Background: an optimization exercise with open tools, aiming at small area and a short achievable clock period. Do not read the settings as production practice. Where RTL was checked, it was by simulation tests only, not by an equivalence proof against the original.

// bubble_sort
module bubble_sort (
    input  logic         clk,
    input  logic         rst_n,
    input  logic         in_vld,
    input  logic [255:0] data_in,
    output logic         out_vld,
    output logic [255:0] data_o
);
For scale: about 770 flip-flops, about 520 I/O pins, ~0.048 mm^2 of cells after synthesis.
Settings: LEC_CHECK=0, CAP_MARGIN=70, CORE_MARGIN=2, CORE_UTILIZATION=40, SLEW_MARGIN=70, SYNTH_HIERARCHICAL=1, SYNTH_MINIMUM_KEEP_SIZE=0; clock period 45.0 ns.
run.sh (not shown) runs the stock make flow with config.mk's settings and CLKGATE_MAP_FILE= SYNTH_SCRIPT=/design/flow/synth_recipe.tcl, a recipe that flattens the netlist after the stock synthesis.
The baseline produced a clean layout.
Next try:
- CAP_MARGIN: 70 -> 20
- SLEW_MARGIN: 70 -> 20
The changed run passed the timing, DRC and antenna checks.
Routed wire length drops by a few percent.
Design area decreases by about a fifth.
Non-clock buffer count went down by 228.
Hold slack stays flat.
First-iteration DRC count is higher by about a fifth.
Function was not checked in any run of this note: the RTL went through the layout flow alone.


## cedar
bubble_sort, a different RTL version from the one above (not shown whole).
Size: about 800 flip-flops, ~520 I/O pins, about 0.050 mm^2 of cells after synthesis.
export LEC_CHECK = 0
export CAP_MARGIN = 20
export CORE_MARGIN = 2
export CORE_UTILIZATION = 40
export SLEW_MARGIN = 20
export SYNTH_HIERARCHICAL = 1
export SYNTH_MINIMUM_KEEP_SIZE = 0
create_clock -name core_clock -period 45.0 [get_ports {clk}]
The following lists how onyx was set up differently from cedar:
Settings: setting CTS_BUF_LIST to sky130_fd_sc_hd__clkbuf_2 sky130_fd_sc_hd__clkbuf_4 sky130_fd_sc_hd__clkbuf_8 for the first time; changing CORE_UTILIZATION from 40 to 50.
Notes after the runs:
The number of antenna violations at the first check in global routing in onyx sits 1 above the value recorded for cedar.
In the reports for cedar and onyx, the larger die boundary width belongs to cedar.
Looking at register-to-register setup slack, onyx sits below cedar.
What cedar reported for initial detailed-routing violation count has to be multiplied by 1.2 to get the figure for onyx.
Relative to cedar, onyx degrades setup slack.
When onyx is set beside cedar, its global-route usage over all layers turns out to be 6.8 points larger.


bubble_sort, a different RTL version from the one above (not shown whole).
For scale: roughly 5600 cells after synthesis, ~790 flip-flops, about 520 I/O pins.
==> flow/config.mk <==
export PLATFORM = sky130hd
export DESIGN_NAME = bubble_sort
export DESIGN_NICKNAME = bubble_sort
export VERILOG_FILES = /design/flow/design.v
export SDC_FILE = /design/flow/constraint.sdc
export NUM_CORES = 4
export LEC_CHECK = 0
export CAP_MARGIN = 20
export CORE_MARGIN = 2
export CORE_UTILIZATION = 50
export CTS_CLUSTER_DIAMETER = 120
export CTS_CLUSTER_SIZE = 30
export SLEW_MARGIN = 20
export SYNTH_HIERARCHICAL = 1
export SYNTH_MINIMUM_KEEP_SIZE = 0
==> flow/constraint.sdc <==
create_clock -name core_clock -period 45.0 [get_ports {clk}]
set_input_delay 9.0000 -clock core_clock [delete_from_list [all_inputs] [get_ports {clk}]]
set_output_delay 9.0000 -clock core_clock [all_outputs]
set_load 0.01 [all_outputs]
standard.sh (not shown) runs the stock make flow with config.mk's settings and CLKGATE_MAP_FILE= SYNTH_SCRIPT=/design/flow/synth_recipe.tcl, a recipe that flattens the netlist after the stock synthesis.
==> flow/flow/run.sh <==
#!/bin/bash
# The standard layout (standard.sh: the standard synthesis and ORFS steps
# unchanged), except that the buffer ORFS puts on every input and output port
# is a sky130_fd_sc_hd__buf_1 instead of the cell buffer_ports picks by default.
set -euo pipefail
bash standard.sh "BUFFER_PORTS_ARGS=-buffer_cell sky130_fd_sc_hd__buf_1" finish > standard.log 2>&1
The starting point ran to the end with no violations.
==> next run, changes <==
--- a/flow/config.mk
+++ b/flow/config.mk
@@ -11,2 +10,0 @@
-export CTS_CLUSTER_DIAMETER = 120
-export CTS_CLUSTER_SIZE = 30
Synthesized area stays the same; wire length went up slightly; sequential cell count is unchanged; global-route usage went up by 0.67 points; final cell count rises slightly; worst setup slack improves by 9.5 ps; design area rose by a few percent; core utilization grows by 2.0 points.

static timing again, ports no longer ideal:
The flow's constraints put no driver on any port. The routed layouts listed below were extracted and timed again, unchanged, in two steps. Step 1 (the two cells are an assumption about what drives the block):
set clk [get_ports {clk}]
set_driving_cell -lib_cell sky130_fd_sc_hd__clkbuf_16 $clk
set_driving_cell -lib_cell sky130_fd_sc_hd__buf_2 [delete_from_list [all_inputs] $clk]
Step 2, shift: input delay + t, output delay - t, t = (earliest + latest rising clock arrival at the registers) / 2. This alone moves slack from input paths to output paths. a / b / c = ideal / step 1 / step 2; a / b = the first two.
run	shift t [ns]	slack for setup (ns)	hold slack, ns	clock arrival spread, ns	slew at the worst register clock pin (ns)
the first run of note 1	0.797	31.901 / 31.901 / 31.901	0.311 / 0.311 / 0.311	0.035 / 0.035	0.07 / 0.07
the second run of note 1	0.786	30.728 / 30.728 / 30.728	0.312 / 0.312 / 0.312	0.045 / 0.045	0.07 / 0.07
cedar	0.760	34.392 / 34.312 / 34.331	0.325 / 0.325 / 0.325	0.030 / 0.030	0.07 / 0.07
onyx	0.910	34.251 / 34.176 / 34.316	0.313 / 0.313 / 0.313	0.054 / 0.054	0.07 / 0.07
the first run of note 3	0.734	34.778 / 34.703 / 34.900	0.335 / 0.335 / 0.335	0.024 / 0.024	0.11 / 0.11
the second run of note 3	0.750	34.787 / 34.708 / 34.890	0.324 / 0.324 / 0.324	0.048 / 0.048	0.07 / 0.07
After both steps every run listed still meets setup and hold. For cedar, which loses most, drivers alone change the setup slack by -0.080 ns; drivers and shift together by -0.061 ns.
